This is an optimization exercise on Yosys and OpenROAD, whose aim is small area and a short achievable clock period, not a production implementation. Function was checked by simulation only, so behaviour that the tests miss may differ from the original.

**flow/abc.script**
```
&get -n
&st
&dch
&nf -R 1000
&put
buffer -c
topo
stime -c
upsize -c
dnsize -c
```
**constraint.sdc**
```tcl
create_clock -name core_clock -period 12.5 [get_ports {clk}]
set_input_delay 2.5000 -clock core_clock [delete_from_list [all_inputs] [get_ports {clk}]]
set_output_delay 2.5000 -clock core_clock [all_outputs]
set_load 0.01 [all_outputs]
```
**config.mk**
```make
export PLATFORM = sky130hd
export DESIGN_NAME = fir_16tap
export DESIGN_NICKNAME = fir_16tap
export VERILOG_FILES = /design/flow/design.v
export SDC_FILE = /design/flow/constraint.sdc
export NUM_CORES = 4
export LEC_CHECK = 0
export CAP_MARGIN = 20
export CORE_MARGIN = 2
export CORE_UTILIZATION = 65
export SLEW_MARGIN = 20
export SYNTH_HIERARCHICAL = 1
```
**flow/my_synth.tcl**
```tcl
proc synth {args} { yosys synth -nofsm -noshare {*}$args }
proc abc {args} {
  set i [lsearch -exact $args -script]
  if {$i >= 0 && [info exists ::env(MY_ABC_SCRIPT)]} { lset args [expr {$i + 1}] $::env(MY_ABC_SCRIPT) }
  yosys abc {*}$args
}
proc extract_fa {args} {
  if {[info exists ::env(MY_EXTRACT_FA)]} { set args $::env(MY_EXTRACT_FA) }
  yosys extract_fa {*}$args
}
source $::env(SCRIPTS_DIR)/synth.tcl
# left out here: clear keep_hierarchy, flatten, clean up, hide names made inside functions, write 1_2_yosys.v
```
**standard.sh**
```bash
#!/bin/bash
# synth_recipe.tcl (not shown) runs the flow's synth.tcl, then flattens the netlist and writes it again
# the make line also repeats each setting of config.mk as NAME=value (left out here)
make -C /OpenROAD-flow-scripts/flow DESIGN_CONFIG=/design/flow/config.mk WORK_HOME=/design/flow/orfs CLKGATE_MAP_FILE= SYNTH_SCRIPT=/design/flow/synth_recipe.tcl "${@:-finish}"
```
**design.v**
```verilog
module fir_16tap (
	input  wire               clk,
	input  wire               rst,
	input  wire signed [15:0] xin,
	output wire signed [35:0] yout
);
reg  [15:0] d [1:14];            
reg  [15:0] m;                   
reg  [22:0] y;
reg  [22:0] v;
reg  [3:0]  cnt;                 
wire        mv = &cnt[3:1];      
wire [15:0] mn = mv ? {~d[14][15], d[14][14:0]} : 16'h8000;
wire [15:0] xf = {~xin[15], xin[14:0]};
wire [22:0] y_n, v_n;
wire [22:0] p = {y[21:0], 1'b0} ^ v;    
wire [22:0] g = {y[21:0], 1'b0} & v;
fir_v u_v (.y(y), .m(m), .mn(mn), .s(v_n));
fir_y u_y (.p(p), .g(g), .xf(xf), .s(y_n));
integer k;
always @(posedge clk) begin
	d[1] <= xin;
	for (k = 2; k <= 14; k = k + 1)
		d[k] <= d[k-1];
end
always @(posedge clk) begin
	if (rst) begin
		cnt <= 4'd0;
		m   <= 16'h8000;
		y   <= 23'd0;
		v   <= 23'h7f8000;
	end else begin
		if (!(&cnt))
			cnt <= cnt + 4'd1;
		m   <= mn;
		y   <= y_n;
		v   <= v_n;
	end
end
assign yout = {{13{y[22]}}, y};
endmodule
module fir_v (
	input  wire [22:0] y,
	input  wire [15:0] m,
	input  wire [15:0] mn,
	output wire [22:0] s
);
wire s1 = ~m[1] ^ ~y[1] ^ 1'b1;
wire c2 = (~m[1] & ~y[1]) | (~m[1] & 1'b1) | (~y[1] & 1'b1);
wire s3 = m[0] ^ ~m[4] ^ ~y[4];
wire c4 = (m[0] & ~m[4]) | (m[0] & ~y[4]) | (~m[4] & ~y[4]);
wire s5 = m[1] ^ ~m[5] ^ ~y[5];
wire c6 = (m[1] & ~m[5]) | (m[1] & ~y[5]) | (~m[5] & ~y[5]);
wire s7 = m[2] ^ ~m[6] ^ ~y[6];
wire c8 = (m[2] & ~m[6]) | (m[2] & ~y[6]) | (~m[6] & ~y[6]);
wire s9 = m[3] ^ ~m[7] ^ ~y[7];
wire c10 = (m[3] & ~m[7]) | (m[3] & ~y[7]) | (~m[7] & ~y[7]);
wire s11 = m[4] ^ ~m[8] ^ ~y[8];
wire c12 = (m[4] & ~m[8]) | (m[4] & ~y[8]) | (~m[8] & ~y[8]);
wire s13 = m[5] ^ ~m[9] ^ ~y[9];
wire c14 = (m[5] & ~m[9]) | (m[5] & ~y[9]) | (~m[9] & ~y[9]);
wire s15 = m[6] ^ ~m[10] ^ ~y[10];
wire c16 = (m[6] & ~m[10]) | (m[6] & ~y[10]) | (~m[10] & ~y[10]);
wire s17 = m[7] ^ ~m[11] ^ ~y[11];
wire c18 = (m[7] & ~m[11]) | (m[7] & ~y[11]) | (~m[11] & ~y[11]);
wire s19 = m[8] ^ ~m[12] ^ ~y[12];
wire c20 = (m[8] & ~m[12]) | (m[8] & ~y[12]) | (~m[12] & ~y[12]);
wire s21 = m[9] ^ ~m[13] ^ ~y[13];
wire c22 = (m[9] & ~m[13]) | (m[9] & ~y[13]) | (~m[13] & ~y[13]);
wire s23 = m[10] ^ ~m[14] ^ ~y[14];
wire c24 = (m[10] & ~m[14]) | (m[10] & ~y[14]) | (~m[14] & ~y[14]);
wire s25 = m[11] ^ ~m[15] ^ ~y[15];
wire c26 = (m[11] & ~m[15]) | (m[11] & ~y[15]) | (~m[15] & ~y[15]);
wire s27 = m[12] ^ ~y[16] ^ ~mn[12];
wire c28 = (m[12] & ~y[16]) | (m[12] & ~mn[12]) | (~y[16] & ~mn[12]);
wire s29 = m[13] ^ ~y[17] ^ ~mn[13];
wire c30 = (m[13] & ~y[17]) | (m[13] & ~mn[13]) | (~y[17] & ~mn[13]);
wire s31 = m[14] ^ ~y[18] ^ ~mn[14];
wire c32 = (m[14] & ~y[18]) | (m[14] & ~mn[14]) | (~y[18] & ~mn[14]);
wire s33 = m[15] ^ ~y[19] ^ ~mn[15];
wire c34 = (m[15] & ~y[19]) | (m[15] & ~mn[15]) | (~y[19] & ~mn[15]);
wire s35 = c2 ^ ~m[2] ^ ~y[2];
wire c36 = (c2 & ~m[2]) | (c2 & ~y[2]) | (~m[2] & ~y[2]);
wire s37 = s3 ^ ~mn[0] ^ 1'b1;
wire c38 = (s3 & ~mn[0]) | (s3 & 1'b1) | (~mn[0] & 1'b1);
wire s39 = c4 ^ s5 ^ ~mn[1];
wire c40 = (c4 & s5) | (c4 & ~mn[1]) | (s5 & ~mn[1]);
wire s41 = c6 ^ s7 ^ ~mn[2];
wire c42 = (c6 & s7) | (c6 & ~mn[2]) | (s7 & ~mn[2]);
wire s43 = c8 ^ s9 ^ ~mn[3];
wire c44 = (c8 & s9) | (c8 & ~mn[3]) | (s9 & ~mn[3]);
wire s45 = c10 ^ s11 ^ ~mn[4];
wire c46 = (c10 & s11) | (c10 & ~mn[4]) | (s11 & ~mn[4]);
wire s47 = c12 ^ s13 ^ ~mn[5];
wire c48 = (c12 & s13) | (c12 & ~mn[5]) | (s13 & ~mn[5]);
wire s49 = c14 ^ s15 ^ ~mn[6];
wire c50 = (c14 & s15) | (c14 & ~mn[6]) | (s15 & ~mn[6]);
wire s51 = c16 ^ s17 ^ ~mn[7];
wire c52 = (c16 & s17) | (c16 & ~mn[7]) | (s17 & ~mn[7]);
wire s53 = c18 ^ s19 ^ ~mn[8];
wire c54 = (c18 & s19) | (c18 & ~mn[8]) | (s19 & ~mn[8]);
wire s55 = c20 ^ s21 ^ ~mn[9];
wire c56 = (c20 & s21) | (c20 & ~mn[9]) | (s21 & ~mn[9]);
wire s57 = c22 ^ s23 ^ ~mn[10];
wire c58 = (c22 & s23) | (c22 & ~mn[10]) | (s23 & ~mn[10]);
wire s59 = c24 ^ s25 ^ ~mn[11];
wire c60 = (c24 & s25) | (c24 & ~mn[11]) | (s25 & ~mn[11]);
wire s61 = c26 ^ s27 ^ 1'b1;
wire c62 = (c26 & s27) | (c26 & 1'b1) | (s27 & 1'b1);
wire s63 = c28 ^ s29 ^ 1'b1;
wire c64 = (c28 & s29) | (c28 & 1'b1) | (s29 & 1'b1);
wire s65 = c30 ^ s31 ^ 1'b1;
wire c66 = (c30 & s31) | (c30 & 1'b1) | (s31 & 1'b1);
wire s67 = c32 ^ s33 ^ 1'b1;
wire c68 = (c32 & s33) | (c32 & 1'b1) | (s33 & 1'b1);
wire s69 = c36 ^ ~m[3] ^ ~y[3];
wire c70 = (c36 & ~m[3]) | (c36 & ~y[3]) | (~m[3] & ~y[3]);
wire s71 = c68 ^ c34 ^ ~y[20];
wire c72 = (c68 & c34) | (c68 & ~y[20]) | (c34 & ~y[20]);
wire s73 = c72 ^ ~y[21] ^ 1'b1;
wire c74 = (c72 & ~y[21]) | (c72 & 1'b1) | (~y[21] & 1'b1);
wire s75 = c74 ^ ~y[22] ^ 1'b1;
wire vp76 = ~m[0] ^ ~y[0];
wire vg77 = ~m[0] & ~y[0];
wire vp78 = c70 ^ s37;
wire vg79 = c70 & s37;
wire vp80 = c38 ^ s39;
wire vg81 = c38 & s39;
wire vp82 = c40 ^ s41;
wire vg83 = c40 & s41;
wire vp84 = c42 ^ s43;
wire vg85 = c42 & s43;
wire vp86 = c44 ^ s45;
wire vg87 = c44 & s45;
wire vp88 = c46 ^ s47;
wire vg89 = c46 & s47;
wire vp90 = c48 ^ s49;
wire vg91 = c48 & s49;
wire vp92 = c50 ^ s51;
wire vg93 = c50 & s51;
wire vp94 = c52 ^ s53;
wire vg95 = c52 & s53;
wire vp96 = c54 ^ s55;
wire vg97 = c54 & s55;
wire vp98 = c56 ^ s57;
wire vg99 = c56 & s57;
wire vp100 = c58 ^ s59;
wire vg101 = c58 & s59;
wire vp102 = c60 ^ s61;
wire vg103 = c60 & s61;
wire vp104 = c62 ^ s63;
wire vg105 = c62 & s63;
wire vp106 = c64 ^ s65;
wire vg107 = c64 & s65;
wire vp108 = c66 ^ s67;
wire vg109 = c66 & s67;
wire [22:0] vsum110 = {s75,s73,s71,c66,c64,c62,c60,c58,c56,c54,c52,c50,c48,c46,c44,c42,c40,c38,c70,s69,s35,s1,~m[0]} + {1'b0,1'b0,1'b0,s67,s65,s63,s61,s59,s57,s55,s53,s51,s49,s47,s45,s43,s41,s39,s37,1'b0,1'b0,1'b0,~y[0]};
assign s = {vsum110[22],vsum110[21],vsum110[20],vsum110[19],vsum110[18],vsum110[17],vsum110[16],vsum110[15],vsum110[14],vsum110[13],vsum110[12],vsum110[11],vsum110[10],vsum110[9],vsum110[8],vsum110[7],vsum110[6],vsum110[5],vsum110[4],vsum110[3],vsum110[2],vsum110[1],vsum110[0]};
endmodule
module fir_y (
	input  wire [22:0] p,
	input  wire [22:0] g,
	input  wire [15:0] xf,
	output wire [22:0] s
);
wire q1 = p[0] ^ xf[0];
wire k2 = g[0] | (p[0] & xf[0]);
wire q3 = p[1] ^ xf[1];
wire k4 = g[1] | (p[1] & xf[1]);
wire q5 = p[2] ^ xf[2];
wire k6 = g[2] | (p[2] & xf[2]);
wire q7 = p[3] ^ xf[3];
wire k8 = g[3] | (p[3] & xf[3]);
wire q9 = p[4] ^ xf[4];
wire k10 = g[4] | (p[4] & xf[4]);
wire q11 = p[5] ^ xf[5];
wire k12 = g[5] | (p[5] & xf[5]);
wire q13 = p[6] ^ xf[6];
wire k14 = g[6] | (p[6] & xf[6]);
wire q15 = p[7] ^ xf[7];
wire k16 = g[7] | (p[7] & xf[7]);
wire q17 = p[8] ^ xf[8];
wire k18 = g[8] | (p[8] & xf[8]);
wire q19 = p[9] ^ xf[9];
wire k20 = g[9] | (p[9] & xf[9]);
wire q21 = p[10] ^ xf[10];
wire k22 = g[10] | (p[10] & xf[10]);
wire q23 = p[11] ^ xf[11];
wire k24 = g[11] | (p[11] & xf[11]);
wire q25 = p[12] ^ xf[12];
wire k26 = g[12] | (p[12] & xf[12]);
wire q27 = p[13] ^ xf[13];
wire k28 = g[13] | (p[13] & xf[13]);
wire q29 = p[14] ^ xf[14];
wire k30 = g[14] | (p[14] & xf[14]);
wire q31 = p[15] ^ xf[15];
wire k32 = g[15] | (p[15] & xf[15]);
wire yp33 = k2 ^ q3;
wire yg34 = k2 & q3;
wire yp35 = k4 ^ q5;
wire yg36 = k4 & q5;
wire yp37 = k6 ^ q7;
wire yg38 = k6 & q7;
wire yp39 = k8 ^ q9;
wire yg40 = k8 & q9;
wire yp41 = k10 ^ q11;
wire yg42 = k10 & q11;
wire yp43 = k12 ^ q13;
wire yg44 = k12 & q13;
wire yp45 = k14 ^ q15;
wire yg46 = k14 & q15;
wire yp47 = k16 ^ q17;
wire yg48 = k16 & q17;
wire yp49 = k18 ^ q19;
wire yg50 = k18 & q19;
wire yp51 = k20 ^ q21;
wire yg52 = k20 & q21;
wire yp53 = k22 ^ q23;
wire yg54 = k22 & q23;
wire yp55 = k24 ^ q25;
wire yg56 = k24 & q25;
wire yp57 = k26 ^ q27;
wire yg58 = k26 & q27;
wire yp59 = k28 ^ q29;
wire yg60 = k28 & q29;
wire yp61 = k30 ^ q31;
wire yg62 = k30 & q31;
wire yp63 = k32 ^ p[16];
wire yg64 = k32 & p[16];
wire yp65 = g[16] ^ p[17];
wire yg66 = g[16] & p[17];
wire yp67 = g[17] ^ p[18];
wire yg68 = g[17] & p[18];
wire yp69 = g[18] ^ p[19];
wire yg70 = g[18] & p[19];
wire yp71 = g[19] ^ p[20];
wire yg72 = g[19] & p[20];
wire yp73 = g[20] ^ p[21];
wire yg74 = g[20] & p[21];
wire yp75 = g[21] ^ p[22];
wire yg76 = g[21] & p[22];
wire [22:0] ysum77 = {g[21],g[20],g[19],g[18],g[17],g[16],k32,k30,k28,k26,k24,k22,k20,k18,k16,k14,k12,k10,k8,k6,k4,k2,q1} + {p[22],p[21],p[20],p[19],p[18],p[17],p[16],q31,q29,q27,q25,q23,q21,q19,q17,q15,q13,q11,q9,q7,q5,q3,1'b0};
assign s = {ysum77[22],ysum77[21],ysum77[20],ysum77[19],ysum77[18],ysum77[17],ysum77[16],ysum77[15],ysum77[14],ysum77[13],ysum77[12],ysum77[11],ysum77[10],ysum77[9],ysum77[8],ysum77[7],ysum77[6],ysum77[5],ysum77[4],ysum77[3],ysum77[2],ysum77[1],ysum77[0]};
endmodule
```
**flow/run.sh**
```bash
#!/bin/bash
# The standard layout, with:
# - ORFS synthesis run through flow/my_synth.tcl, which is synth_recipe.tcl
#   with Yosys's abc pass given flow/abc.script and the full-adder
#   extraction limited to full adders in module fir_v;
# - a tighter setup target for timing repair;
# - small port buffers;
# - a clock tree of small buffers without dummy loads.
# make's output goes to make.log.
set -euo pipefail
export MY_ABC_SCRIPT="$PWD/flow/abc.script"
export MY_EXTRACT_FA="-fa fir_v"
bash standard.sh \
  "SYNTH_SCRIPT=$PWD/flow/my_synth.tcl" \
  SETUP_SLACK_MARGIN=8.5 \
  "BUFFER_PORTS_ARGS=-buffer_cell sky130_fd_sc_hd__buf_2" \
  "CTS_ARGS=-sink_clustering_enable -repair_clock_nets -dont_use_dummy_load -buf_list {sky130_fd_sc_hd__clkbuf_8} -sink_clustering_size 20 -sink_clustering_max_diameter 50" \
  finish > make.log 2>&1
```
==> results of run 1 <==
[flip-flops by register name (all words and copies together), names as in the netlist]
name  count
cnt       4
d       224
m        16
v        23
y        23
[through the flow]
stage	cells	utilization	setup slack [ns]
3_3_place_gp	1118	0.6889	7.951
3_5_place_dp	1118	0.6889	7.959
6_report	1153	0.7294	8.554
4_1_cts	1143	0.7138	8.497
5_1_grt	1152	0.7292	8.410
2_1_floorplan	898	-	8.393
[Yosys stat by module (local to each module, per instance)]
module,copies in the design,cells
fir_16tap,1,468
fir_v,1,230
fir_y,1,200
[routing by layer]
layer  up-vias  global-route usage
met4         0             0.05818
met1      2766              0.3143
met2       108              0.3809
li1       2941                   -
met5         -                   0
met3        36             0.03756
[repair_timing]
action,CTS,global route
setup endpoints to repair,2,9
pin swaps,5,12
setup buffers,2,9
hold buffers,0,0
gates resized for setup,7,31
[logic make-up after synthesis]
| kind of cell | after synthesis | synth area share |
|---|---|---|
| AO/OA/AOI/OAI | 115 | 0.07176 |
| XOR/XNOR | 102 | 0.09442 |
| adder cells (fa/ha/maj) | 31 | 0.06144 |
| buffers and inverters | 68 | 0.03185 |
| flip-flops | 290 | 0.5842 |
| other | 1 | 0.0003773 |
| AND/OR/NAND/NOR | 291 | 0.1560 |
[area by class of cell]
type,instances,area share
Sequential cell,290,0.5275
Inverter,46,0.01569
Clock buffer,23,0.02876
Timing Repair Buffer,65,0.03229
Antenna cell,1,0.0002274
Multi-Input combinational cell,540,0.3741
Tap cell,188,0.02137
[final timing paths]
check                       from                end  slack (ns)  depth (start not counted)
min             d[9][10]$_DFF_P_  d[10][10]$_DFF_P_        0.28                          0
max                       xin[2]   y[22]$_SDFF_PP0_        8.55                         13
max reg2reg  cnt[1]$_SDFFE_PP0N_   v[22]$_SDFF_PP1_        8.88                         17
min reg2reg     d[9][10]$_DFF_P_  d[10][10]$_DFF_P_        0.28                          0
[critical path, delay by kind of cell]
family	cells	cell delay [ns]
simple gates	5	0.62
compound gates	2	0.29
buf+inv	3	0.39
xor+xnor	3	0.51
[synth_stat cells, types with 5 or more instances]
library cell and count:
and2_1 23, or2_2 8, and2b_2 6, dfxtp_1 290, and2b_1 6, xor2_1 34, a21oi_2 8, buf_4 14
a21oi_1 46, nand3_1 13, nor2b_1 46, clkbuf_1 6, nand2_2 5, nand2_1 47, nor2_2 8, xnor2_1 62
nor2_1 91, and2_2 12, o21ai_0 29, inv_1 46, a21o_1 5, and2_4 5, fa_1 30, a31oi_1 5
==> results.txt, run 1 <==
* Status: timing/DRC/antenna clean
* Kind of critical path: in -> reg
* Fin nets at 1,014
* DP HPWL at 13,380 um
* Commonest non-fill, non-tap cell in the layout: dfxtp_1
* Total GRT Usage at 0.2285
* Post-synth EDFFs at 0
* Post-Route Setup TNS at 0 ns
* Top-area cell type share of the netlist area at 0.5842
* Fill cells at 1,100
* Met1 WL at 8513 um
* Post-Route WL at 18,280 um
* Die W at 127.7 um
* Crit share post-route at 0.3157
* WL per Instance at 15.86 um
* CTS tree: yes
* Yosys top cell by area: dfxtp_1
* Final Hold Vio Count at 0
* Period minus WS final at 3.946 ns
* Layout cells sized above 1 at 0.2075
* Hold WS at 0.2766 ns
* Via density at 5.075
* Drt pass-1 iters at 4
* DRC Markers at 0
* Sequential element share of the synthesized area at 0.5842
* Placed cell area at 0.01040 mm2
* RSZ-0062 raised after global routing: yes
* Initial Util at 0.6586
* Topmost layer with routed signal wires: met4
* Grt ovf at 0
* Worst path slowest cell: xor2_2
* Most frequent cells in the layout: dfxtp_1 (290), nor2_1 (87), xnor2_1 (53), buf_2 (53), inv_1 (46)
* FFs w/ async S/R, synth at 0
* Die ar. at 0.01629 mm2
* Worst-Skew Late Latency at 0.55 ns
* CP Cell Sequence: buf_2, xnor2_4, xor2_2, buf_4, nand3_1, nand2_2, inv_1, o21ai_4, nand3_1, nand2_2, a41oi_2, xnor2_1, nor2b_1
* Clock Sinks at 290
* Worst-Margin Slew at 0.7106 ns
* DRT antenna net count at 0
* Syn-to-layout area delta at 10.74%
* Critical Path AT at 4.32 ns
* Clock transition at the registers of the reported paths at 0.11 ns
* Endpoint class of the critical path: flop
* Port Buffers at 53
* Synth area leaders: dfxtp_1 (58%), fa_1 (6.0%), xnor2_1 (5.5%), nor2_1 (3.4%), xor2_1 (3.0%)
* Post-Route Skew at 0.06276 ns
* Yosys reg bits at 290
* I/O pin count at 54
* Post-synth net total at 946
* Largest net degree at the start of global routing at 67
* Iter 0 DRT Violations at 242
* Gp weighted congestion at 0.8843
* Syn Area/Cell at 11.07 um2
* Multi-input logic area at 0.004118 mm2
* Crit-path max cell delay at 0.19 ns
* Warnings, synthesis at 8
* Number of global-route vias before repair at 5,996
* Num CTS Buffers at 23
* # setup viols final at 0
* Die Span Y at 127.7 um
* Worst EP required at 12.87 ns
* Final Cell Area at 0.01101 mm2
* Max cap viols at 0
* Initial antenna violation count at 1
* Metal3 WL at 783 um
* Slew margin rel. at 0.5262
* Reg area at 0.005806 mm2
* H-tree levels at 1
* Main flop type after synthesis: dfxtp_1
* First-pass GRT wire length at 29,440 um
* Final slew viol count at 0
* Bufs on Longest Clock Path at 3
* Core area at 0.01509 mm2
* Crit path max fanout at 3
* Cell row count at 45
* Synthesized area at 0.009938 mm2
* Unique masters post-synth at 56
* Root Buffer: clkbuf_8
* Startpoint types: primary input
* WL met2 at 8605 um
* Hold/Removal Path Class: reg -> reg
* Mapped Cells at 898
* Via count at 5,851
* Fmax at 253.4 MHz
==> inputs of run 2 (changes only) <==
--- a/flow/run.sh
+++ b/flow/run.sh
@@ -12,7 +12,7 @@
 export MY_EXTRACT_FA="-fa fir_v"
 bash standard.sh \
   "SYNTH_SCRIPT=$PWD/flow/my_synth.tcl" \
-  SETUP_SLACK_MARGIN=8.5 \
+  SETUP_SLACK_MARGIN=8.0 \
   "BUFFER_PORTS_ARGS=-buffer_cell sky130_fd_sc_hd__buf_2" \
   "CTS_ARGS=-sink_clustering_enable -repair_clock_nets -dont_use_dummy_load -buf_list {sky130_fd_sc_hd__clkbuf_8} -sink_clustering_size 20 -sink_clustering_max_diameter 50" \
   finish > make.log 2>&1
==> results.txt, run 2 <==
* Worst Reg-to-Reg Cells at 17 (unchanged)
* Hold path depth at 0 (unchanged)
* Post-synth net total at 946 (unchanged)
* Hold EP: d[9][10]$_DFF_P_ (was d[10][10]$_DFF_P_)
* Kind of critical path: in -> reg (unchanged)
* Hold/Removal Path Class: reg -> reg (unchanged)
* Status: timing/DRC/antenna clean (unchanged)
* Max cap viols at 0 (unchanged)
* Syn-to-layout area delta at 7.126% (was 10.74%)
* FFs w/ async S/R, synth at 0 (unchanged)
* DP HPWL at 12,750 um (was 13,380 um)
* Largest Register: d (unchanged)
* RSZ-0062 raised after global routing: no (was yes)
* Hold WS at 0.2784 ns (was 0.2766 ns)
* Grt ovf at 0 (unchanged)
* Die ar. at 0.01629 mm2 (unchanged)
* Iter 0 DRT Violations at 226 (was 242)
* CTS resizes at 0 (was 7)
* Number of global-route vias before repair at 5,848 (was 5,996)
* Worst-Margin Slew at 0.6940 ns (was 0.7106 ns)
* First-pass GRT wire length at 28,290 um (was 29,440 um)
* Mapped Cells at 898 (unchanged)
* Min-delay src: d[8][10]$_DFF_P_ (was d[9][10]$_DFF_P_)
* Layout cells sized above 1 at 0.1602 (was 0.2075)
* Die Span Y at 127.7 um (unchanged)
* Count leader, synth: dfxtp_1 (unchanged)
* Critical Path AT at 4.42 ns (was 4.32 ns)
* Startpoint types: primary input (unchanged)
* Top flop regs: d: 224 flops, v: 23 flops, y: 23 flops (unchanged)
* Post-CTS Setup Inserts at 0 (was 2)
* Via density at 5.056 (was 5.075)
* Fin nets at 1,005 (was 1,014)
* Fmax at 248.6 MHz (was 253.4 MHz)
* Num CTS Buffers at 25 (was 23)
* Initial antenna violation count at 0 (was 1)
* Crit path max fanout at 4 (was 3)
* Capturing point of the worst reg2reg path: v[22]$_SDFF_PP1_ (unchanged)
* Core area at 0.01509 mm2 (unchanged)
* Slew margin rel. at 0.5373 (was 0.5262)
* Bufs on Longest Clock Path at 3 (unchanged)
* DP Cell Count at 1,118 (unchanged)
* Clock transition at the registers of the reported paths at 0.09 ns (was 0.11 ns)
* Clock Sinks at 290 (unchanged)
* Post-CTS Hold Fix Bufs at 0 (unchanged)
* Sequential element share of the synthesized area at 0.5842 (unchanged)
* R2R setup slack at 8.90 ns (was 8.88 ns)
* Post-synth EDFFs at 0 (unchanged)
* DRC Markers at 0 (unchanged)
* Post-synth top cells: dfxtp_1 (290), nor2_1 (91), xnor2_1 (62) (unchanged)
* Ant diodes at 0 (was 1)
* Root Buffer: clkbuf_8 (unchanged)
* Period minus WS final at 4.022 ns (was 3.946 ns)
* Die W at 127.7 um (unchanged)
* Via count at 5,779 (was 5,851)
* Number of flip-flops in the largest register at 224 (unchanged)
* Layout Cells excl Fill at 1,143 (was 1,153)
* Worst-Skew Late Latency at 0.56 ns (was 0.55 ns)
* Final Hold Vio Count at 0 (unchanged)
* WL per Instance at 15.08 um (was 15.86 um)
* Endpoint class of the critical path: flop (unchanged)
* Top-area cell type share of the netlist area at 0.5842 (unchanged)
* Total GRT Usage at 0.2175 (was 0.2285)
* # setup viols final at 0 (unchanged)
* Initial Util at 0.6586 (unchanged)
* Final slew viol count at 0 (unchanged)
* Worst EP required at 12.90 ns (was 12.87 ns)
* I/O pin count at 54 (unchanged)
* Post-Route Setup TNS at 0 ns (unchanged)
* Gp weighted congestion at 0.8549 (was 0.8843)
* Post-Route Skew at 0.05220 ns (was 0.06276 ns)
* Synthesized area at 0.009938 mm2 (unchanged)
* Largest net degree at the start of global routing at 67 (unchanged)
* Cell row count at 45 (unchanged)
* RR Startpoint: cnt[1]$_SDFFE_PP0N_ (unchanged)
* Synth area leaders: dfxtp_1 (58%), fa_1 (6.0%), xnor2_1 (5.5%), nor2_1 (3.4%), xor2_1 (3.0%) (unchanged)
* Yosys reg bits at 290 (unchanged)
* Yosys top cell by area: dfxtp_1 (unchanged)
* Most frequent cells in the layout: dfxtp_1 (290), nor2_1 (91), xnor2_1 (62) (was dfxtp_1 (290), nor2_1 (87), xnor2_1 (53), buf_2 (53), inv_1 (46))
* Port Buffers at 53 (unchanged)
* Drt pass-1 iters at 4 (unchanged)
* Crit share post-route at 0.3218 (was 0.3157)
* DRT antenna net count at 0 (unchanged)
* CTS tree: yes (unchanged)
* Commonest non-fill, non-tap cell in the layout: dfxtp_1 (unchanged)
* Syn Area/Cell at 11.07 um2 (unchanged)
* H-tree levels at 1 (unchanged)
* Post-Route WL at 17,240 um (was 18,280 um)
* Main flop type after synthesis: dfxtp_1 (unchanged)
* Unique masters post-synth at 56 (unchanged)
* Warnings, synthesis at 8 (unchanged)
## run 2: cell counts after synthesis
No cell type changed its count.
## run 2: modules after synthesis, one instance, submodules excluded
module	cells inside	times used	flops+latches	area (um2)
fir_v	230	1	0	1749
fir_y	200	1	0	1348
fir_16tap	468	1	290	6842
## run 2: logic make-up (layout without fill, tap and decap cells)
group           after synthesis  count (layout)  synth area share
flops                       290             290            0.5842
buf+inv                      68             125           0.03185
other cells                   1               1         0.0003773
simple gates                291             291            0.1560
compound gates              115             115           0.07176
fa+ha+maj                    31              31           0.06144
xor+xnor                    102             102           0.09442
## run 2: layout make-up
| class | count | area [um2] |
|---|---|---|
| Sequential cell | 290 | 5806 |
| Clock buffer | 25 | 344.1 |
| Fill cell | 1125 | 4443 |
| Timing Repair Buffer | 54 | 272.8 |
| Tap cell | 188 | 235.2 |
| Multi-Input combinational cell | 540 | 3816 |
| Inverter | 46 | 172.7 |
## run 2: routing by layer
metal / GRT usage / vias to the layer above / part of all wire
met2: 0.3466 / 101 / 0.45
met4: 0.06270 / 0 / 0.027
met3: 0.03631 / 37 / 0.043
met5: 0 / - / 0
met1: 0.3095 / 2711 / 0.48
li1: - / 2930 / -
## run 2: worst max path at each step
stage / from / endpoint / slack [ns] / depth (start not counted)
after floorplan: xin[4] / y[20]$_SDFF_PP0_ / 8.31 / 11
after global placement: xin[13] / y[22]$_SDFF_PP0_ / 7.96 / 10
after detailed placement: xin[4] / y[16]$_SDFF_PP0_ / 7.94 / 13
after CTS: xin[4] / y[16]$_SDFF_PP0_ / 8.50 / 13
after global routing: xin[9] / y[22]$_SDFF_PP0_ / 8.28 / 10
final: xin[4] / y[16]$_SDFF_PP0_ / 8.48 / 13
## run 2: critical path: stages
cell,delay [ns]
buf_2,0.10
and2_1,0.18
nor2_2,0.06
nor3_2,0.27
nor2b_2,0.11
a21oi_1,0.29
o21ai_2,0.10
a21oi_2,0.16
nor3_2,0.06
nor2_2,0.18
o31ai_1,0.11
xor2_1,0.15
nor2b_1,0.15
## run 2: metrics by stage
stage	instance area [um2]	setup slack, ns	util
floorplan	9938	8.307	-
global placement	10300	7.961	0.6828
detailed placement	10300	7.943	0.6828
CTS	10650	8.500	0.7056
global route	10650	8.276	0.7056
finish	10650	8.478	0.7056
==> inputs of run 3 (changes only) <==
--- a/flow/run.sh
+++ b/flow/run.sh
@@ -12,7 +12,7 @@
 export MY_EXTRACT_FA="-fa fir_v"
 bash standard.sh \
   "SYNTH_SCRIPT=$PWD/flow/my_synth.tcl" \
-  SETUP_SLACK_MARGIN=8.0 \
+  SETUP_SLACK_MARGIN=8.2 \
   "BUFFER_PORTS_ARGS=-buffer_cell sky130_fd_sc_hd__buf_2" \
   "CTS_ARGS=-sink_clustering_enable -repair_clock_nets -dont_use_dummy_load -buf_list {sky130_fd_sc_hd__clkbuf_8} -sink_clustering_size 20 -sink_clustering_max_diameter 50" \
   finish > make.log 2>&1
==> results.txt, run 3 <==
* Die Span Y at 127.7 um (unchanged)
* Port Buffers at 53 (unchanged)
* Warnings, synthesis at 8 (unchanged)
* Hold/Removal Path Class: reg -> reg (unchanged)
* WL per Instance at 15.08 um (unchanged)
* Total GRT Usage at 0.2175 (unchanged)
* Largest net degree at the start of global routing at 67 (unchanged)
* Syn Area/Cell at 11.07 um2 (unchanged)
* Startpoint types: primary input (unchanged)
* DRT antenna net count at 0 (unchanged)
* Die W at 127.7 um (unchanged)
* Post-synth EDFFs at 0 (unchanged)
* Fmax at 248.6 MHz (unchanged)
* DRC Markers at 0 (unchanged)
* Cell family with most CP delay: simple AND/OR/NAND/NOR gates (unchanged)
* Number of global-route vias before repair at 5,848 (unchanged)
* Yosys top cell by area: dfxtp_1 (unchanged)
* Endpoint class of the critical path: flop (unchanged)
* CTS resizes at 0 (unchanged)
* Grt peak-use layer: met2 (unchanged)
* Commonest non-fill, non-tap cell in the layout: dfxtp_1 (unchanged)
* Gp weighted congestion at 0.8549 (unchanged)
* Worst EP required at 12.90 ns (about the same)
* Clock Sinks at 290 (unchanged)
* Status: timing/DRC/antenna clean (unchanged)
* H-tree levels at 1 (unchanged)
* Kind of critical path: in -> reg (unchanged)
* Worst-Margin Slew at 0.6940 ns (unchanged)
* Crit path max fanout at 4 (unchanged)
* Fin nets at 1,005 (unchanged)
* Bufs on Longest Clock Path at 3 (unchanged)
* Post-CTS Setup Inserts at 0 (unchanged)
* Post-CTS Hold Fix Bufs at 0 (unchanged)
* Main flop type after synthesis: dfxtp_1 (unchanged)
* Unique masters post-synth at 56 (unchanged)
* GR Util met3 at 0.03631 (unchanged)
* Slew margin rel. at 0.5373 (unchanged)
* Top flop regs: d: 224 flops, v: 23 flops, y: 23 flops (unchanged)
* Yosys reg bits at 290 (unchanged)
* CP Cell Sequence: buf_2, and2_1, nor2_2, nor3_2, nor2b_2, a21oi_1, o21ai_2, a21oi_2, nor3_2, nor2_2, o31ai_1, xor2_1, nor2b_1 (unchanged)
* Initial antenna violation count at 0 (unchanged)
* Grt ovf at 0 (unchanged)
* Util after Layout at 0.7056 (unchanged)
* Cell row count at 45 (unchanged)
* Layout cells sized above 1 at 0.1602 (unchanged)
* CTS tree: yes (unchanged)
* Setup WS post-layout at 8.478 ns (unchanged)
* Buf+Inv Stages, Crit Path at 1 (unchanged)
* Worst-Skew Late Latency at 0.56 ns (about the same)
* Most frequent cells in the layout: dfxtp_1 (290), nor2_1 (91), xnor2_1 (62) (unchanged)
* Ant diodes at 0 (unchanged)
* Root Buffer: clkbuf_8 (unchanged)
* Largest Register: d (unchanged)
* Crit share post-route at 0.3218 (unchanged)
* Critical Path AT at 4.42 ns (about the same)
* GRT met2 Usage at 0.3466 (unchanged)
* Drt pass-1 iters at 4 (unchanged)
* Final Hold Vio Count at 0 (unchanged)
* Setup slack at placement at 7.943 ns (unchanged)
* Number of flip-flops in the largest register at 224 (unchanged)
* Synth area leaders: dfxtp_1 (58%), fa_1 (6.0%), xnor2_1 (5.5%), nor2_1 (3.4%), xor2_1 (3.0%) (unchanged)
* Initial Util at 0.6586 (unchanged)
* Via density at 5.056 (unchanged)
* Core area at 0.01509 mm2 (unchanged)
* Post-Route Setup TNS at 0 ns (unchanged)
* First-pass GRT wire length at 28,290 um (unchanged)
* Sequential element share of the synthesized area at 0.5842 (unchanged)
* RSZ-0062 raised after global routing: no (unchanged)
* Top-area cell type share of the netlist area at 0.5842 (unchanged)
* Post-synth top cells: dfxtp_1 (290), nor2_1 (91), xnor2_1 (62) (unchanged)
* Final slew viol count at 0 (unchanged)
* Synthesized area at 0.009938 mm2 (unchanged)
* Clock transition at the registers of the reported paths at 0.09 ns (about the same)
* FFs w/ async S/R, synth at 0 (unchanged)
* Post-Route Skew at 0.05220 ns (unchanged)
* Fill cells at 1,125 (unchanged)
* Syn-to-layout area delta at 7.126% (unchanged)
* Die ar. at 0.01629 mm2 (unchanged)
* Hold WS at 0.2784 ns (unchanged)
* Max cap viols at 0 (unchanged)
* Via count at 5,779 (unchanged)
* I/O pin count at 54 (unchanged)
* Post-Route WL at 17,240 um (unchanged)
* Post-synth net total at 946 (unchanged)
* Num CTS Buffers at 25 (unchanged)
* Mapped Cells at 898 (unchanged)
* DP HPWL at 12,750 um (unchanged)
* Crit-path max cell delay at 0.29 ns (about the same)
* Worst path slowest cell: a21oi_1 (unchanged)
* M1 GR Usage at 0.3095 (unchanged)
* Count leader, synth: dfxtp_1 (unchanged)
* Period minus WS final at 4.022 ns (unchanged)
* # setup viols final at 0 (unchanged)
* Iter 0 DRT Violations at 226 (unchanged)
[run 3: cell counts after synthesis]
Identical to the previous run, type by type.
[run 3: logic make-up (layout without fill, tap and decap cells)]
logic type / Yosys count / count (layout) / synth area share
compound gates: 115 / 115 / 0.07176
fa+ha+maj: 31 / 31 / 0.06144
flops: 290 / 290 / 0.5842
simple gates: 291 / 291 / 0.1560
xor+xnor: 102 / 102 / 0.09442
other cells: 1 / 1 / 0.0003773
buf+inv: 68 / 125 / 0.03185
[run 3: layout make-up]
type / count / area [um2] / share of cell area
inverter: 46 / 172.7 / 0.01622
tap: 188 / 235.2 / 0.02209
sequential: 290 / 5806 / 0.5453
multi-input combinational: 540 / 3816 / 0.3584
clock buffer: 25 / 344.1 / 0.03232
timing repair buffer: 54 / 272.8 / 0.02562
[run 3: metrics by stage]
stage | cells | instance area (um2)
after global placement | 1118 | 10300
after CTS | 1143 | 10650
after global routing | 1143 | 10650
final | 1143 | 10650
after floorplan | 898 | 9938
after detailed placement | 1118 | 10300
[run 3: per-layer routing]
metal,routed length (um),vias to the layer above
met4,463,0
met5,0,-
met2,7698,101
met3,741,37
met1,8340,2711
li1,-,2930
[run 3: worst paths after layout]
kind	start	to	slack, ns	cells past startpoint
min	d[8][10]$_DFF_P_	d[9][10]$_DFF_P_	0.28	0
min reg2reg	d[8][10]$_DFF_P_	d[9][10]$_DFF_P_	0.28	0
max	xin[4]	y[16]$_SDFF_PP0_	8.48	13
max reg2reg	cnt[1]$_SDFFE_PP0N_	v[22]$_SDFF_PP1_	8.90	17
[run 3: Yosys stat by module (local to each module, per instance)]
| module | times used | cell area, um2 |
|---|---|---|
| fir_y | 1 | 1348 |
| fir_16tap | 1 | 6842 |
| fir_v | 1 | 1749 |
==> inputs of run 4 (changes only) <==
--- a/flow/run.sh
+++ b/flow/run.sh
@@ -12,7 +12,7 @@
 export MY_EXTRACT_FA="-fa fir_v"
 bash standard.sh \
   "SYNTH_SCRIPT=$PWD/flow/my_synth.tcl" \
-  SETUP_SLACK_MARGIN=8.2 \
+  SETUP_SLACK_MARGIN=8.4 \
   "BUFFER_PORTS_ARGS=-buffer_cell sky130_fd_sc_hd__buf_2" \
   "CTS_ARGS=-sink_clustering_enable -repair_clock_nets -dont_use_dummy_load -buf_list {sky130_fd_sc_hd__clkbuf_8} -sink_clustering_size 20 -sink_clustering_max_diameter 50" \
   finish > make.log 2>&1
==> results.txt, run 4 <==
* Core area at 0.01509 mm2 (unchanged)
* Kind of critical path: in -> reg (unchanged)
* DP HPWL at 13,240 um (was 12,750 um)
* Iter 0 DRT Violations at 201 (was 226)
* Endpoint class of the critical path: flop (unchanged)
* Setup WS post-layout at 8.548 ns (was 8.478 ns)
* Synth area leaders: dfxtp_1 (58%), fa_1 (6.0%), xnor2_1 (5.5%), nor2_1 (3.4%), xor2_1 (3.0%) (unchanged)
* Fin nets at 1,007 (was 1,005)
* DRC Markers at 0 (unchanged)
* Multi-input logic area at 0.003923 mm2 (was 0.003816 mm2)
* Total GRT Usage at 0.2289 (was 0.2175)
* Sequential element share of the synthesized area at 0.5842 (unchanged)
* Synthesized area at 0.009938 mm2 (unchanged)
* DRT antenna net count at 0 (unchanged)
* Fmax at 253.0 MHz (was 248.6 MHz)
* Final Hold Vio Count at 0 (unchanged)
* RR Startpoint: cnt[1]$_SDFFE_PP0N_ (unchanged)
* Synth Area in Simple Gates at 0.1560 (unchanged)
* Initial Util at 0.6586 (unchanged)
* Post-synth EDFFs at 0 (unchanged)
* Post-synth net total at 946 (unchanged)
* Largest Register: d (unchanged)
* Multiplexer share of the synthesized area at 0 (unchanged)
* I/O pin count at 54 (unchanged)
* R2R setup slack at 8.85 ns (was 8.90 ns)
* Crit path max fanout at 5 (was 4)
* Warnings, synthesis at 8 (unchanged)
* Die Span Y at 127.7 um (unchanged)
* Unique masters post-synth at 56 (unchanged)
* WL per Instance at 15.72 um (was 15.08 um)
* Most frequent cells in the layout: dfxtp_1 (290), nor2_1 (90), xnor2_1 (58) (was dfxtp_1 (290), nor2_1 (91), xnor2_1 (62))
* Post-synth top cells: dfxtp_1 (290), nor2_1 (91), xnor2_1 (62) (unchanged)
* Die W at 127.7 um (unchanged)
* Yosys reg bits at 290 (unchanged)
* Cell row count at 45 (unchanged)
* Worst-Margin Slew at 0.6908 ns (was 0.6940 ns)
* Fill cells at 1,101 (was 1,125)
* Top-area cell type share of the netlist area at 0.5842 (unchanged)
* Hold/Removal Path Class: reg -> reg (unchanged)
* Via count at 5,814 (was 5,779)
* Status: timing/DRC/antenna clean (unchanged)
* CTS tree: yes (unchanged)
* Period minus WS final at 3.952 ns (was 4.022 ns)
* Setup slack at placement at 7.949 ns (was 7.943 ns)
* # setup viols final at 0 (unchanged)
* Crit share post-route at 0.3162 (was 0.3218)
* Root Buffer: clkbuf_8 (unchanged)
* Final slew viol count at 0 (unchanged)
* Via density at 5.078 (was 5.056)
* Commonest non-fill, non-tap cell in the layout: dfxtp_1 (unchanged)
* Slew margin rel. at 0.5395 (was 0.5373)
* XOR/XNOR Fraction of Synth Area at 0.09442 (unchanged)
* Syn-to-layout area delta at 8.284% (was 7.126%)
* Initial antenna violation count at 0 (unchanged)
* Critical Path AT at 4.34 ns (was 4.42 ns)
* Post-CTS Hold Fix Bufs at 0 (unchanged)
* Worst EP required at 12.89 ns (was 12.90 ns)
* Post-Route Setup TNS at 0 ns (unchanged)
* Top flop regs: d: 224 flops, v: 23 flops, y: 23 flops (unchanged)
* Main flop type after synthesis: dfxtp_1 (unchanged)
* Mapped Cells at 898 (unchanged)
* Hold WS at 0.2912 ns (was 0.2784 ns)
* Post-synthesis adder-cell area fraction at 0.06144 (unchanged)
* Num CTS Buffers at 24 (was 25)
* FFs w/ async S/R, synth at 0 (unchanged)
* H-tree levels at 1 (unchanged)
* Startpoint types: primary input (unchanged)
* Clock Sinks at 290 (unchanged)
* Complex-gate fraction of the synthesized area at 0.07176 (unchanged)
* Gp weighted congestion at 0.8547 (was 0.8549)
* RSZ-0062 raised after global routing: yes (was no)
* Grt ovf at 0 (unchanged)
* Ant diodes at 0 (unchanged)
* Post-Route Skew at 0.06735 ns (was 0.05220 ns)
* Reg area at 0.005806 mm2 (unchanged)
* Layout cells sized above 1 at 0.1787 (was 0.1602)
* Crit path from: xin[14] (was xin[4])
* Number of global-route vias before repair at 5,979 (was 5,848)
* Drt pass-1 iters at 4 (unchanged)
* Clock transition at the registers of the reported paths at 0.11 ns (was 0.09 ns)
* First-pass GRT wire length at 29,350 um (was 28,290 um)
* Syn Area/Cell at 11.07 um2 (unchanged)
* Count leader, synth: dfxtp_1 (unchanged)
* Die ar. at 0.01629 mm2 (unchanged)
* Max cap viols at 0 (unchanged)
* Post-Route WL at 18,000 um (was 17,240 um)
* Yosys top cell by area: dfxtp_1 (unchanged)
* Number of flip-flops in the largest register at 224 (unchanged)
* Port Buffers at 53 (unchanged)
* Largest net degree at the start of global routing at 67 (unchanged)
* Worst-Skew Late Latency at 0.56 ns (about the same)
* Main combinational cell family by area after synthesis: simple AND/OR/NAND/NOR gates (unchanged)
* Min-delay src: d[5][2]$_DFF_P_ (was d[8][10]$_DFF_P_)
* Bufs on Longest Clock Path at 3 (unchanged)
==> run 4: cell counts after synthesis <==
Identical to the previous run, type by type.
==> run 4: critical path, stage by stage <==
cell and delay (ns):
buf_2 0.12, a21oi_1 0.38, xor2_2 0.31, a21oi_1 0.14, o21ai_0 0.27, nand3_1 0.12, o2111ai_1 0.11, a41oi_1 0.08
xnor2_1 0.17, nor2b_1 0.13
==> run 4: what timing repair did <==
action	CTS	global route
gates resized for setup	0	9
setup buffers	0	3
setup endpoints to repair	0	4
==> run 4: routing by layer <==
layer | wire length [um] | share of wire | track usage | up-vias
li1 | - | - | - | 2930
met1 | 8504 | 0.47 | 0.3195 | 2748
met2 | 8189 | 0.45 | 0.3772 | 103
met3 | 918 | 0.051 | 0.03631 | 33
met4 | 391 | 0.022 | 0.05882 | 0
met5 | 0 | 0 | 0 | -
==> run 4: worst paths after layout <==
path / end / cells past startpoint
max: y[22]$_SDFF_PP0_ / 10
min: d[6][2]$_DFF_P_ / 0
max reg2reg: v[21]$_SDFF_PP1_ / 16
min reg2reg: d[6][2]$_DFF_P_ / 0
==> run 4: per-module statistics from Yosys (local to each module, per instance) <==
module | flops+latches | cells inside
fir_16tap | 290 | 468
fir_v | 0 | 230
fir_y | 0 | 200
==> run 4: area by class of cell <==
class | instances | share of cell area
sequential | 290 | 0.5395
inverter | 46 | 0.01604
timing repair buffer | 57 | 0.02744
multi-input combinational | 540 | 0.3645
clock buffer | 24 | 0.03069
tap | 188 | 0.02186
==> run 4: cells by family after synthesis <==
logic type / count (synthesis)
compound gates: 115
xor+xnor: 102
fa+ha+maj: 31
buf+inv: 68
flops: 290
other cells: 1
simple gates: 291
==> run 4: through the flow <==
stage	utilization	area (um2)	instances
global placement	0.6858	10350	1118
detailed placement	0.6858	10350	1118
finish	0.7132	10760	1145
floorplan	-	9985	898
CTS	0.7077	10680	1142
global route	0.7132	10760	1145
==> inputs of run 5 (changes only) <==
--- a/flow/run.sh
+++ b/flow/run.sh
@@ -12,7 +12,7 @@
 export MY_EXTRACT_FA="-fa fir_v"
 bash standard.sh \
   "SYNTH_SCRIPT=$PWD/flow/my_synth.tcl" \
-  SETUP_SLACK_MARGIN=8.4 \
+  SETUP_SLACK_MARGIN=8.3 \
   "BUFFER_PORTS_ARGS=-buffer_cell sky130_fd_sc_hd__buf_2" \
   "CTS_ARGS=-sink_clustering_enable -repair_clock_nets -dont_use_dummy_load -buf_list {sky130_fd_sc_hd__clkbuf_8} -sink_clustering_size 20 -sink_clustering_max_diameter 50" \
   finish > make.log 2>&1
==> flow/abc.script (replaced) <==
&get -n
&st
&dch
&nf -R 1000
&put
topo
stime -c
==> results.txt, run 5 <==
* Commonest non-fill, non-tap cell in the layout: dfxtp_1 (unchanged)
* Iter 0 DRT Violations at 383 (was 201)
* Layout cells sized above 1 at 0.1024 (was 0.1787)
* DRC Markers at 0 (unchanged)
* Post-synth net total at 938 (was 946)
* Status: timing/DRC/antenna clean (unchanged)
* Hold WS at 0.2679 ns (was 0.2912 ns)
* Synthesized area at 0.009652 mm2 (was 0.009938 mm2)
* Count leader, synth: dfxtp_1 (unchanged)
* Crit share post-route at 0.3278 (was 0.3162)
* WL per Instance at 15.31 um (was 15.72 um)
* Slew margin rel. at 0.5048 (was 0.5395)
* Bufs on Longest Clock Path at 3 (unchanged)
* Main flop type after synthesis: dfxtp_1 (unchanged)
* Number of global-route vias before repair at 6,006 (was 5,979)
* Core area at 0.01453 mm2 (was 0.01509 mm2)
* Startpoint types: primary input (unchanged)
* Root Buffer: clkbuf_8 (unchanged)
* Final Hold Vio Count at 0 (unchanged)
* Post-synth top cells: dfxtp_1 (290), nor2_1 (99), xnor2_1 (65) (was dfxtp_1 (290), nor2_1 (91), xnor2_1 (62))
* First-pass GRT wire length at 28,910 um (was 29,350 um)
* RSZ-0062 raised after global routing: yes (unchanged)
* Sequential element share of the synthesized area at 0.6015 (was 0.5842)
* Period minus WS final at 4.097 ns (was 3.952 ns)
* Syn-to-layout area delta at 8.634% (was 8.284%)
* H-tree levels at 1 (unchanged)
* Mapped Cells at 890 (was 898)
* Cell row count at 44 (was 45)
* Largest Register: d (unchanged)
* Drt pass-1 iters at 5 (was 4)
* Unique masters post-synth at 34 (was 56)
* Final slew viol count at 0 (unchanged)
* Num CTS Buffers at 24 (unchanged)
* Max cap viols at 0 (unchanged)
* Syn Area/Cell at 10.84 um2 (was 11.07 um2)
* Yosys top cell by area: dfxtp_1 (unchanged)
* Via density at 5.123 (was 5.078)
* CTS tree: yes (unchanged)
* Die Span Y at 125.9 um (was 127.7 um)
* Initial antenna violation count at 0 (unchanged)
* Number of flip-flops in the largest register at 224 (unchanged)
* Fin nets at 1,007 (unchanged)
* Gp weighted congestion at 0.9095 (was 0.8547)
* Post-synth EDFFs at 0 (unchanged)
* Worst-Skew Late Latency at 0.54 ns (was 0.56 ns)
* Total GRT Usage at 0.2261 (was 0.2289)
* Grt ovf at 0 (unchanged)
* Port Buffers at 53 (unchanged)
* Post-Route Skew at 0.05606 ns (was 0.06735 ns)
* Hold/Removal Path Class: reg -> reg (unchanged)
* Fmax at 244.1 MHz (was 253.0 MHz)
* Die W at 125.9 um (was 127.7 um)
* DP HPWL at 12,840 um (was 13,240 um)
* Ant diodes at 0 (unchanged)
* Top flop regs: d: 224 flops, v: 23 flops, y: 23 flops (unchanged)
* Most frequent cells in the layout: dfxtp_1 (290), nor2_1 (98), xnor2_1 (63) (was dfxtp_1 (290), nor2_1 (90), xnor2_1 (58))
* Clock Sinks at 290 (unchanged)
* Synth area leaders: dfxtp_1 (60%), fa_1 (6.2%), xnor2_1 (5.9%), nor2_1 (3.9%), nor2b_1 (3.8%) (was dfxtp_1 (58%), fa_1 (6.0%), xnor2_1 (5.5%), nor2_1 (3.4%), xor2_1 (3.0%))
* Post-Route WL at 17,470 um (was 18,000 um)
* Initial Util at 0.6641 (was 0.6586)
* Die ar. at 0.01584 mm2 (was 0.01629 mm2)
* Critical Path AT at 4.44 ns (was 4.34 ns)
* Post-CTS Hold Fix Bufs at 0 (unchanged)
* DRT antenna net count at 0 (unchanged)
* Post-Route Setup TNS at 0 ns (unchanged)
* Yosys reg bits at 290 (unchanged)
* Via count at 5,845 (was 5,814)
* Crit path max fanout at 4 (was 5)
* Clock transition at the registers of the reported paths at 0.10 ns (was 0.11 ns)
* FFs w/ async S/R, synth at 0 (unchanged)
* Largest net degree at the start of global routing at 67 (unchanged)
* Warnings, synthesis at 8 (unchanged)
* Worst EP required at 12.85 ns (was 12.89 ns)
* Endpoint class of the critical path: flop (unchanged)
* Worst-Margin Slew at 0.7428 ns (was 0.6908 ns)
* Kind of critical path: in -> reg (unchanged)
* # setup viols final at 0 (unchanged)
* Top-area cell type share of the netlist area at 0.6015 (was 0.5842)
* I/O pin count at 54 (unchanged)
## run 5: cell types whose count changed after synthesis, moves of 9 or more
cell	previous run	this run
clkinv_1	0	46
inv_1	46	0
and2_0	0	40
and2_1	23	0
nor2b_1	46	59
and2_2	12	0
or2_0	0	9
## run 5: final cells by class
type                            instances  area [um2]
Sequential cell                       290        5806
Tap cell                              184       230.2
Clock buffer                           24       330.3
Multi-Input combinational cell        540        3651
Inverter                               46       172.7
Fill cell                            1059        4049
Timing Repair Buffer                   57       295.3
## run 5: Yosys stat by module (local to each module, per instance)
module	copies in the design	flops+latches	area (um2)
fir_16tap	1	290	6756
fir_y	1	0	1199
fir_v	1	0	1697
## run 5: final timing paths
check                                    startpoint  cells after the start                to  slack (ns)
worst max register to register  cnt[1]$_SDFFE_PP0N_                     16  v[22]$_SDFF_PP1_        8.69
worst min register to register     d[13][3]$_DFF_P_                      0  d[14][3]$_DFF_P_        0.27
worst max-delay path                         xin[4]                     13  y[16]$_SDFF_PP0_        8.40
worst min-delay path               d[13][3]$_DFF_P_                      0  d[14][3]$_DFF_P_        0.27
## run 5: critical path: stages
cell and delay (ns):
buf_2 0.11, and2_0 0.16, nor2_1 0.18, o21ai_0 0.12
nor2b_2 0.19, a21oi_1 0.24, o21ai_1 0.13, a21oi_2 0.17
nor3_1 0.08, nor2_2 0.18, o31ai_2 0.09, xor2_1 0.14
nor2b_1 0.15
## run 5: stage by stage
step	util	setup slack (ns)	cell area, um2	std cells
after global placement	0.6946	7.847	10090	1114
after CTS	0.7183	8.350	10440	1140
after floorplan	-	8.304	9697	890
after global routing	0.7214	8.230	10490	1141
after detailed placement	0.6946	7.766	10090	1114
final	0.7214	8.403	10490	1141
## run 5: kinds of logic after synthesis
family,share of synthesized area
AO/OA/AOI/OAI,0.06650
other,0.0003885
flip-flops,0.6015
adder cells (fa/ha/maj),0.06326
AND/OR/NAND/NOR,0.1470
XOR/XNOR,0.09256
buffers and inverters,0.02878
## run 5: repair_timing
item                       in CTS  in global routing
setup endpoints to repair       1                  9
resized for setup               0                  9
buffers inserted                2                  1
pin swaps                       1                  1
## run 5: per-layer routing
metal  global-route usage  part of all wire
met1               0.3065              0.46
met2               0.3723              0.46
met3              0.04078             0.046
met4              0.07434             0.029
met5                    0                 0
==> inputs of run 6 (changes only) <==
--- a/flow/run.sh
+++ b/flow/run.sh
@@ -12,7 +12,7 @@
 export MY_EXTRACT_FA="-fa fir_v"
 bash standard.sh \
   "SYNTH_SCRIPT=$PWD/flow/my_synth.tcl" \
-  SETUP_SLACK_MARGIN=8.3 \
+  SETUP_SLACK_MARGIN=8.4 \
   "BUFFER_PORTS_ARGS=-buffer_cell sky130_fd_sc_hd__buf_2" \
   "CTS_ARGS=-sink_clustering_enable -repair_clock_nets -dont_use_dummy_load -buf_list {sky130_fd_sc_hd__clkbuf_8} -sink_clustering_size 20 -sink_clustering_max_diameter 50" \
   finish > make.log 2>&1
--- a/config.mk
+++ b/config.mk
@@ -7,6 +7,6 @@
 export LEC_CHECK = 0
 export CAP_MARGIN = 20
 export CORE_MARGIN = 2
-export CORE_UTILIZATION = 65
+export CORE_UTILIZATION = 70
 export SLEW_MARGIN = 20
 export SYNTH_HIERARCHICAL = 1
==> results.txt, run 6 <==
* Status: timing/DRC/antenna clean (unchanged)
* Root Buffer: clkbuf_8 (unchanged)
* Setup slack at placement at 7.946 ns (was 7.766 ns)
* Top cell by count, worst path: a21oi_2
* Hold/Removal Path Class: reg -> reg (unchanged)
* Post-synth EDFFs at 0 (unchanged)
* Hold path depth at 0 (unchanged)
* Ant diodes at 0 (unchanged)
* Post-Route Skew at 0.05215 ns (was 0.05606 ns)
* Startpoint types: primary input (unchanged)
* Die Span Y at 121.4 um (was 125.9 um)
* Period minus WS final at 4.051 ns (was 4.097 ns)
* DP Cell Count at 1,106 (was 1,114)
* I/O pin count at 54 (unchanged)
* Cell row count at 42 (was 44)
* H-tree levels at 1 (unchanged)
* Crit path max fanout at 3 (was 4)
* Core area at 0.01335 mm2 (was 0.01453 mm2)
* Worst path slowest cell: o31ai_1 (was a21oi_1)
* Post-Route WL at 18,880 um (was 17,470 um)
* Post-synth net total at 938 (unchanged)
* FFs w/ async S/R, synth at 0 (unchanged)
* Top flop regs: d: 224 flops, v: 23 flops, y: 23 flops (unchanged)
* Via count at 6,009 (was 5,845)
* Capturing point of the worst reg2reg path: v[22]$_SDFF_PP1_ (unchanged)
* Hold WS at 0.2882 ns (was 0.2679 ns)
* Initial Util at 0.7231 (was 0.6641)
* Port Buffers at 53 (unchanged)
* Endpoint class of the critical path: flop (unchanged)
* Clock transition at the registers of the reported paths at 0.11 ns (was 0.10 ns)
* Fill cells at 820 (was 1,059)
* Clock Sinks at 290 (unchanged)
* Gp weighted congestion at 0.8937 (was 0.9095)
* Placed cell area at 0.01019 mm2 (was 0.01009 mm2)
* Layout Cells excl Fill at 1,128 (was 1,141)
* Number of global-route vias before repair at 6,311 (was 6,006)
* Syn Area/Cell at 10.84 um2 (unchanged)
* Min-delay src: d[2][2]$_DFF_P_ (was d[13][3]$_DFF_P_)
* Critical Path AT at 4.43 ns (was 4.44 ns)
* Unique masters post-synth at 34 (unchanged)
* Syn-to-layout area delta at 9.917% (was 8.634%)
* Slew margin rel. at 0.5037 (was 0.5048)
* Final slew viol count at 0 (unchanged)
* Synthesized area at 0.009652 mm2 (unchanged)
* Most frequent cells in the layout: dfxtp_1 (290), nor2_1 (95), xnor2_1 (58) (was dfxtp_1 (290), nor2_1 (98), xnor2_1 (63))
* Mapped Cells at 890 (unchanged)
* CTS tree: yes (unchanged)
* Commonest non-fill, non-tap cell in the layout: dfxtp_1 (unchanged)
* Die W at 121.4 um (was 125.9 um)
* Grt ovf at 0 (unchanged)
* Worst EP required at 12.87 ns (was 12.85 ns)
* Die ar. at 0.01474 mm2 (was 0.01584 mm2)
* Worst Reg-to-Reg Cells at 16 (unchanged)
* Max cap viols at 0 (unchanged)
* Post-Route Setup TNS at 0 ns (unchanged)
* Sequential element share of the synthesized area at 0.6015 (unchanged)
* Count leader, synth: dfxtp_1 (unchanged)
* DRT antenna net count at 0 (unchanged)
* R2R setup slack at 8.69 ns (about the same)
* Main flop type after synthesis: dfxtp_1 (unchanged)
* Largest Register: d (unchanged)
* Fmax at 246.9 MHz (was 244.1 MHz)
* DRC Markers at 0 (unchanged)
* Warnings, synthesis at 8 (unchanged)
* Crit-path max cell delay at 0.31 ns (was 0.24 ns)
* First-pass GRT wire length at 30,770 um (was 28,910 um)
* Final Cell Area at 0.01061 mm2 (was 0.01049 mm2)
* CP Cell Sequence: buf_2, xnor2_4, xor2_2, a21oi_2, nand3b_1, and3_1, a21oi_2, a21oi_2, o31ai_1, xor2_1, nor2b_1 (was buf_2, and2_0, nor2_1, o21ai_0, nor2b_2, a21oi_1, o21ai_1, a21oi_2, nor3_1, nor2_2, o31ai_2, xor2_1, nor2b_1)
* RR Startpoint: cnt[1]$_SDFFE_PP0N_ (unchanged)
* WL per Instance at 16.74 um (was 15.31 um)
* Synth area leaders: dfxtp_1 (60%), fa_1 (6.2%), xnor2_1 (5.9%), nor2_1 (3.9%), nor2b_1 (3.8%) (unchanged)
* Largest net degree at the start of global routing at 67 (unchanged)
* Worst-Skew Late Latency at 0.53 ns (was 0.54 ns)
* Yosys top cell by area: dfxtp_1 (unchanged)
* Drt pass-1 iters at 5 (unchanged)
* Top-area cell type share of the netlist area at 0.6015 (unchanged)
* Kind of critical path: in -> reg (unchanged)
* Hold EP: d[3][2]$_DFF_P_ (was d[14][3]$_DFF_P_)
* Setup WS post-layout at 8.449 ns (was 8.403 ns)
* Initial antenna violation count at 0 (unchanged)
* RSZ-0062 raised after global routing: yes (unchanged)
* Number of flip-flops in the largest register at 224 (unchanged)
* Via density at 5.327 (was 5.123)
* Worst-Margin Slew at 0.7445 ns (was 0.7428 ns)
* DP HPWL at 14,150 um (was 12,840 um)
* Iter 0 DRT Violations at 485 (was 383)
* Fin nets at 1,002 (was 1,007)
* Layout cells sized above 1 at 0.1261 (was 0.1024)
* # setup viols final at 0 (unchanged)
* Total GRT Usage at 0.2671 (was 0.2261)
* Bufs on Longest Clock Path at 3 (unchanged)
* Num CTS Buffers at 21 (was 24)
* Yosys reg bits at 290 (unchanged)
* Post-synth top cells: dfxtp_1 (290), nor2_1 (99), xnor2_1 (65) (unchanged)
* Final Hold Vio Count at 0 (unchanged)
* Crit share post-route at 0.3241 (was 0.3278)
## run 6: cell counts after synthesis
No cell type changed its count.
## run 6: how the worst max path moves through the flow
stage                                   start          endpoint  depth (start not counted)
after global placement                xin[12]  y[22]$_SDFF_PP0_                         10
after floorplan                        xin[6]  y[16]$_SDFF_PP0_                         10
after detailed placement               xin[6]  y[16]$_SDFF_PP0_                         11
after CTS                 cnt[1]$_SDFFE_PP0N_  v[22]$_SDFF_PP1_                         16
after global routing                   xin[5]  y[16]$_SDFF_PP0_                         12
final                                  xin[2]  y[15]$_SDFF_PP0_                         11
## run 6: area by class of cell
cell class | instances | area (um2) | area share
multi-input cells | 540 | 3841 | 0.3621
flip-flops and latches | 290 | 5806 | 0.5472
repair buffers | 55 | 280.3 | 0.02642
well taps | 176 | 220.2 | 0.02076
inverters | 46 | 172.7 | 0.01628
clock buffers | 21 | 289.0 | 0.02724
## run 6: per-stage QoR
step	utilization
floorplan	-
global placement	0.7635
detailed placement	0.7635
CTS	0.7852
global route	0.7948
finish	0.7948
## run 6: logic make-up (layout without fill, tap and decap cells)
logic type,after synthesis,count (layout),synth area share
AOI/OAI and AO/OA,115,115,0.06650
other,1,1,0.0003885
adders and majority gates,31,31,0.06326
DFF,290,290,0.6015
and+or+nand+nor,291,291,0.1470
xor gates and xnor gates,102,102,0.09256
buffers and inverters,60,122,0.02878
## run 6: critical path, delay by kind of cell
kind | cells | cell delay [ns]
and+or+nand+nor | 3 | 0.52
buffers and inverters | 1 | 0.15
xor gates and xnor gates | 3 | 0.52
AOI/OAI and AO/OA | 4 | 0.72
## run 6: Yosys stat by module, one instance, submodules excluded
| module | cells | flip-flops and latches |
|---|---|---|
| fir_v | 230 | 0 |
| fir_y | 200 | 0 |
| fir_16tap | 460 | 290 |
## run 6: metal layers
layer,wire length [um],track usage,share of wire
met4,513,0.07399,0.027
met1,8098,0.3431,0.43
met3,1020,0.04746,0.054
met5,0,0,0
met2,9250,0.4656,0.49
## run 6: timing repair
item	CTS	global route
setup buffers	0	1
gates resized for setup	0	23
endpoints found under the hold margin	0	0
hold buffers	0	0
endpoints found under the setup margin	0	11

port drivers added, routing unchanged:
In the flow no input, the clock included, has a driving cell. The finished layouts below were timed again as built, in two steps. Step 1 sets driving cells, clkbuf_16 on the clock port and buf_2 on the other inputs (assumed; they add their load-dependent delay and slew). Step 2 moves the port delays by t, midway between the first and last clock arrival at a register: inputs arrive t later, outputs are due t later. That takes back most of the time a late clock gives input paths. a / b / c = no drivers / after step 1 / after step 2; a / b = the first two.
| run | t (ns) | slack for setup (ns) | hold WS [ns] |
|---|---|---|---|
| run 1 | 0.557 | 8.554 / 8.573 / 8.016 | 0.277 / 0.277 / 0.277 |
| run 2 | 0.572 | 8.478 / 8.491 / 7.920 | 0.278 / 0.278 / 0.278 |
| run 3 | 0.572 | 8.478 / 8.491 / 7.920 | 0.278 / 0.278 / 0.278 |
| run 4 | 0.568 | 8.548 / 8.565 / 7.998 | 0.291 / 0.291 / 0.291 |
| run 5 | 0.546 | 8.403 / 8.422 / 7.876 | 0.268 / 0.268 / 0.268 |
| run 6 | 0.541 | 8.449 / 8.462 / 7.921 | 0.288 / 0.288 / 0.288 |
After both steps setup and hold are still met in every run listed.
